From an optimization exercise on the open Yosys and OpenROAD flow, aimed at small area; shortcuts taken in it are not production practice.
In this exercise RTL edits were held to simulation tests only and were not proved equivalent to the original.
Power and IR drop assume default switching activity.

## job 101
Design MazeRunner, start of the top module:
module MazeRunner(clk,RST_n,SS_n,MOSI,MISO,SCLK,PWMR,PWML,
                  DIRR,DIRL,IR_EN,BMPL_n,BMPR_n,buzz,
				  buzz_n,RX,LED);
  input clk;		 
  input RST_n;		 
  output SS_n;		 
  output MOSI;		 
  output SCLK;		 
  input MISO;		 
  output PWMR;		 
  output PWML;		 
  output DIRR;		 
  output DIRL;		 
  output IR_EN;		 
  input BMPL_n;		 
  input BMPR_n;		 
  output buzz;		 
  output buzz_n;
  input RX;			 
  output [7:0] LED;	 
  wire rst_n;
  wire line_present, err_vld, go, moving;
  wire [15:0] err_raw;
  wire [10:0] err_opn_lp;
  wire [11:0] lft_spd, rght_spd;
  rst_synch iRST(.clk(clk), .RST_n(RST_n), .rst_n(rst_n));
  mtr_drv iDRV(.clk(clk), .rst_n(rst_n), .lft_duty(lft_spd), .rght_duty(rght_spd),
               .DIRL(DIRL), .DIRR(DIRR), .PWML(PWML), .PWMR(PWMR));
  IR_intf iINTF(.clk(clk), .rst_n(rst_n), .MISO(MISO), .SS_n(SS_n), .SCLK(SCLK), .MOSI(MOSI),
                .IR_en(IR_EN), .line_present(line_present), .error(err_raw), .err_vld(err_vld));
  cmd_proc iCMDPROC(.clk(clk), .rst_n(rst_n), .BMPL_n(BMPL_n), .BMPR_n(BMPR_n), .go(go),
                    .err_opn_lp(err_opn_lp), .line_present(line_present), .buzz(buzz), .RX(RX));
  assign buzz_n = ~buzz;
  wire [10:0] raw_sat = (!err_raw[15] && |err_raw[14:10]) ? 11'h3ff :
                        (err_raw[15] && ~&err_raw[14:10]) ? 11'h400 :
                        err_raw[10:0];
  wire [10:0] err_sat = line_present ? raw_sat : err_opn_lp;
  ...
==> module PID, before the edit <==
module PID(lft_speed, rght_speed, moving, err_sat, err_vld, go, line_present, clk, rst_n);
	output [11:0] lft_speed;
	output [11:0] rght_speed;
	output wire moving;
	input [10:0] err_sat;	 
	input err_vld, go, line_present;
	input clk, rst_n;
	reg [4:0] frwrd;
	wire [4:0] frwrd_inc;
	inc #(5) iFRW(.a(frwrd), .s(frwrd_inc));
	always_ff @(posedge clk)
		if (!go)
			frwrd <= 5'h00;
		else if (err_vld && ~&frwrd[4:3])
			frwrd <= frwrd_inc;
	assign moving = frwrd[4] | frwrd[3] | (frwrd[2] & (frwrd[1] | frwrd[0]));
	reg [10:0] err_sat_flopped, prev_err;
	always_ff @(posedge clk)
		if (err_vld) begin
			err_sat_flopped <= err_sat;
			prev_err <= err_sat_flopped;
		end
	wire [10:0] D_diff;
	wire d_co;
	rca #(11) iDD(.a(err_sat), .b(~prev_err), .ci(1'b1), .s(D_diff), .co(d_co));
	wire [7:0] D_diff_sat = (!D_diff[10] && |D_diff[9:7]) ? 8'h7f :
	                        (D_diff[10] && ~&D_diff[9:7]) ? 8'h80 :
	                        D_diff[7:0];
	reg [15:0] integrator;
	reg prev_line;
	wire [15:0] ext_err_sat = {{5{err_sat[10]}}, err_sat};
	wire [15:0] temp_sum;
	wire i_co;
	rca #(16) iINT(.a(integrator), .b(ext_err_sat), .ci(1'b0), .s(temp_sum), .co(i_co));
	wire overflow = (ext_err_sat[15] == integrator[15]) && (ext_err_sat[15] != temp_sum[15]);
	wire res_sel = (~prev_line & line_present) | ~go | ~moving;
	always_ff @(posedge clk) begin
		prev_line <= line_present;
		if (res_sel)
			integrator <= 16'h0000;
		else if (err_vld && !overflow)
			integrator <= temp_sum;
	end
	wire [14:0] e15 = {{4{err_sat[10]}}, err_sat};
	wire [14:0] I_term = {{5{integrator[15]}}, integrator[15:6]};
	wire [14:0] u_s, u_c, u;
	wire u_co;
	csa #(15) iU1(.a({e15[12:0], 2'b00}), .b({e15[13:0], 1'b0}), .c(I_term), .s(u_s), .cy(u_c));
	rca #(15) iU2(.a(u_s), .b(u_c), .ci(1'b0), .s(u), .co(u_co));
	wire [11:0] d12 = {{4{D_diff_sat[7]}}, D_diff_sat};
	wire [11:0] d7, PID_s;
	wire c1, c2;
	rca #(12) iD7(.a({d12[8:0], 3'b000}), .b(~d12), .ci(1'b1), .s(d7), .co(c1));
	rca #(12) iV2(.a(u[14:3]), .b(d7), .ci(1'b0), .s(PID_s), .co(c2));
	reg [11:0] PID_q;
	always_ff @(posedge clk)
		PID_q <= PID_s;
	wire [11:0] PID = go ? PID_q : 12'h000;
	wire [11:0] F = {2'b00, frwrd, 5'b00000};
	wire [11:0] PIDm = moving ? PID : 12'h000;
	wire l_co, r_co;
	rca #(12) iL(.a(F), .b(PIDm), .ci(1'b0), .s(lft_speed), .co(l_co));
	rca #(12) iR(.a(F), .b(~PIDm), .ci(1'b1), .s(rght_speed), .co(r_co));
endmodule
clock: 10.0 ns
lec_check: 0
abc_area: 1
cap_margin: 10
core_margin: 2
core_utilization: 55
place_density: 0.7
slew_margin: 10
standard.sh (not shown) runs the stock make flow with config.mk's settings and CLKGATE_MAP_FILE= SYNTH_SCRIPT=/design/flow/synth_recipe.tcl, a recipe that flattens the netlist after the stock synthesis.
==> flow/flow/run.sh <==
#!/bin/bash
# Layout flow: the standard ORFS flow (standard.sh) with these changes:
#  - synthesis is the standard one except for its final ABC mapping, which uses an
#    area-oriented script (flow/abc_area.script); registers are not touched by ABC
#  - after synthesis, adder cells with an unused output are swapped for the smaller
#    cell of the same function on the used output (flow/shrink_adders.py)
#  - ports are buffered with sky130_fd_sc_hd__buf_1
#  - clock tree synthesis uses clusters of up to 30 sinks and inserts no dummy loads
# Every tool's output goes to a log in this folder (ORFS's own logs are under orfs/logs).
set -euo pipefail
W=$(pwd)
rm -rf "$W/scripts_area"
cp -r "$FLOW_HOME/scripts" "$W/scripts_area"
cp "$W/flow/abc_area.script" "$W/scripts_area/abc_area.script"
RES="$W/orfs/results/sky130hd/MazeRunner/base"
ARGS=(
  SCRIPTS_DIR="$W/scripts_area"
  SKIP_REPAIR_TIE_FANOUT=1
  "BUFFER_PORTS_ARGS=-buffer_cell sky130_fd_sc_hd__buf_1"
  "CTS_ARGS=-sink_clustering_enable -repair_clock_nets -sink_clustering_size 30 -sink_clustering_max_diameter 100 -buf_list {sky130_fd_sc_hd__clkbuf_4 sky130_fd_sc_hd__clkbuf_16} -sink_clustering_buffer sky130_fd_sc_hd__clkbuf_16 -root_buf sky130_fd_sc_hd__clkbuf_4 -tree_buf sky130_fd_sc_hd__clkbuf_4 -dont_use_dummy_load"
)
bash standard.sh "${ARGS[@]}" "$RES/1_2_yosys.v" > synth_make.log 2>&1
cp "$RES/1_2_yosys.v" "$W/1_2_yosys_before_shrink.v.txt"
python3 "$W/flow/shrink_adders.py" "$RES/1_2_yosys.v" > shrink_adders.log 2>&1
python3 "$W/flow/fa_polarity.py" "$RES/1_2_yosys.v" > fa_polarity.log 2>&1
bash standard.sh "${ARGS[@]}" finish > flow_make.log 2>&1
Other scripts of this flow, unchanged in this note and not shown: flow/flow/abc_area.script, flow/flow/fa_polarity.py, flow/flow/shrink_adders.py
The final layout from job 101, which completed every stage, passed the timing, DRC and antenna checks at the end of the flow.
Input changes introduced in job 102 (baseline for comparison: job 101):
==> flow/design.v, changed modules only <==
module PID(lft_speed, rght_speed, moving, err_sat, err_vld, go, line_present, clk, rst_n);
	output [11:0] lft_speed;
	output [11:0] rght_speed;
	output wire moving;
	input [10:0] err_sat;	 
	input err_vld, go, line_present;
	input clk, rst_n;
	reg [4:0] frwrd;
	wire [4:0] frwrd_inc;
	inc #(5) iFRW(.a(frwrd), .s(frwrd_inc));
	always_ff @(posedge clk)
		if (!go)
			frwrd <= 5'h00;
		else if (err_vld && ~&frwrd[4:3])
			frwrd <= frwrd_inc;
	assign moving = frwrd[4] | frwrd[3] | (frwrd[2] & (frwrd[1] | frwrd[0]));
	reg [10:0] err_sat_flopped, prev_err;
	always_ff @(posedge clk)
		if (err_vld) begin
			err_sat_flopped <= err_sat;
			prev_err <= err_sat_flopped;
		end
	wire [6:0] D_lo;
	wire c7;
	rca #(7) iDL(.a(err_sat[6:0]), .b(~prev_err[6:0]), .ci(1'b1), .s(D_lo), .co(c7));
	wire [3:0] D_hi0, D_hi1;
	wire h0_co, h1_co;
	rca #(4) iDH0(.a(err_sat[10:7]), .b(~prev_err[10:7]), .ci(1'b0), .s(D_hi0), .co(h0_co));
	rca #(4) iDH1(.a(err_sat[10:7]), .b(~prev_err[10:7]), .ci(1'b1), .s(D_hi1), .co(h1_co));
	wire pos0 = !D_hi0[3] && |D_hi0[2:0];
	wire neg0 = D_hi0[3] && ~&D_hi0[2:0];
	wire pos1 = !D_hi1[3] && |D_hi1[2:0];
	wire neg1 = D_hi1[3] && ~&D_hi1[2:0];
	wire d_pos = c7 ? pos1 : pos0;
	wire d_neg = c7 ? neg1 : neg0;
	wire d_b7 = c7 ? D_hi1[0] : D_hi0[0];
	wire [7:0] D_diff_sat = d_pos ? 8'h7f : d_neg ? 8'h80 : {d_b7, D_lo};
	reg [15:0] integrator;
	reg prev_line;
	wire [15:0] ext_err_sat = {{5{err_sat[10]}}, err_sat};
	wire [15:0] temp_sum;
	wire i_co;
	rca #(16) iINT(.a(integrator), .b(ext_err_sat), .ci(1'b0), .s(temp_sum), .co(i_co));
	wire overflow = (ext_err_sat[15] == integrator[15]) && (ext_err_sat[15] != temp_sum[15]);
	wire res_sel = (~prev_line & line_present) | ~go | ~moving;
	always_ff @(posedge clk) begin
		prev_line <= line_present;
		if (res_sel)
			integrator <= 16'h0000;
		else if (err_vld && !overflow)
			integrator <= temp_sum;
	end
	wire [14:0] e15 = {{4{err_sat[10]}}, err_sat};
	wire [14:0] I_term = {{5{integrator[15]}}, integrator[15:6]};
	wire [14:0] u_s, u_c, u;
	wire u_co;
	csa #(15) iU1(.a({e15[12:0], 2'b00}), .b({e15[13:0], 1'b0}), .c(I_term), .s(u_s), .cy(u_c));
	rca #(15) iU2(.a(u_s), .b(u_c), .ci(1'b0), .s(u), .co(u_co));
	wire [11:0] d12 = {{4{D_diff_sat[7]}}, D_diff_sat};
	wire [11:0] d7, PID_s;
	wire c1, c2;
	rca #(12) iD7(.a({d12[8:0], 3'b000}), .b(~d12), .ci(1'b1), .s(d7), .co(c1));
	rca #(12) iV2(.a(u[14:3]), .b(d7), .ci(1'b0), .s(PID_s), .co(c2));
	reg [11:0] PID_q;
	always_ff @(posedge clk)
		PID_q <= PID_s;
	wire [11:0] PID = go ? PID_q : 12'h000;
	wire [11:0] PIDm = moving ? PID : 12'h000;
	wire l_co, r_co;
	assign lft_speed[4:0] = PIDm[4:0];
	rca #(7) iL(.a({2'b00, frwrd}), .b(PIDm[11:5]), .ci(1'b0), .s(lft_speed[11:5]), .co(l_co));
	wire [4:0] pl = PIDm[4:0];
	wire [4:0] pl_nz = {|pl[3:0], |pl[2:0], |pl[1:0], pl[0], 1'b0};
	assign rght_speed[4:0] = pl ^ pl_nz;
	rca #(7) iR(.a({2'b00, frwrd}), .b(~PIDm[11:5]), .ci(~|pl), .s(rght_speed[11:5]), .co(r_co));
endmodule
--- outcome ---
Summary — synthesized cell area, job 102 relative to job 101: higher, by about 0.4%.
Fraction of standard cell area in multi-input logic: job 102 vs job 101 up 0.21 points
Summary of job 102 over job 101: detailed-route via count lost 199, filler-free cell count of the finished design lost about 3.2%, clock-buffer cell count neither gained nor lost much, growth of design area from synthesis to finish lost 1.9 points.
In the tables for job 101 and job 102, cell count of the worst reg-to-reg path reads higher with job 101.
Global-route wire length before repair is lower on job 102
A highest-delay cell along the critical path of sky130_fd_sc_hd__fa_1 is what job 102 shows, while sky130_fd_sc_hd__fa_2 belongs to job 101.
Between job 101 and job 102, design area is higher for job 101, job 102 comes in under that.
Of job 101 and job 102, the run reporting the higher reported leakage power was job 101.
Compared with job 101, job 102 shows a higher slew at the pin with the worst max-slew slack.
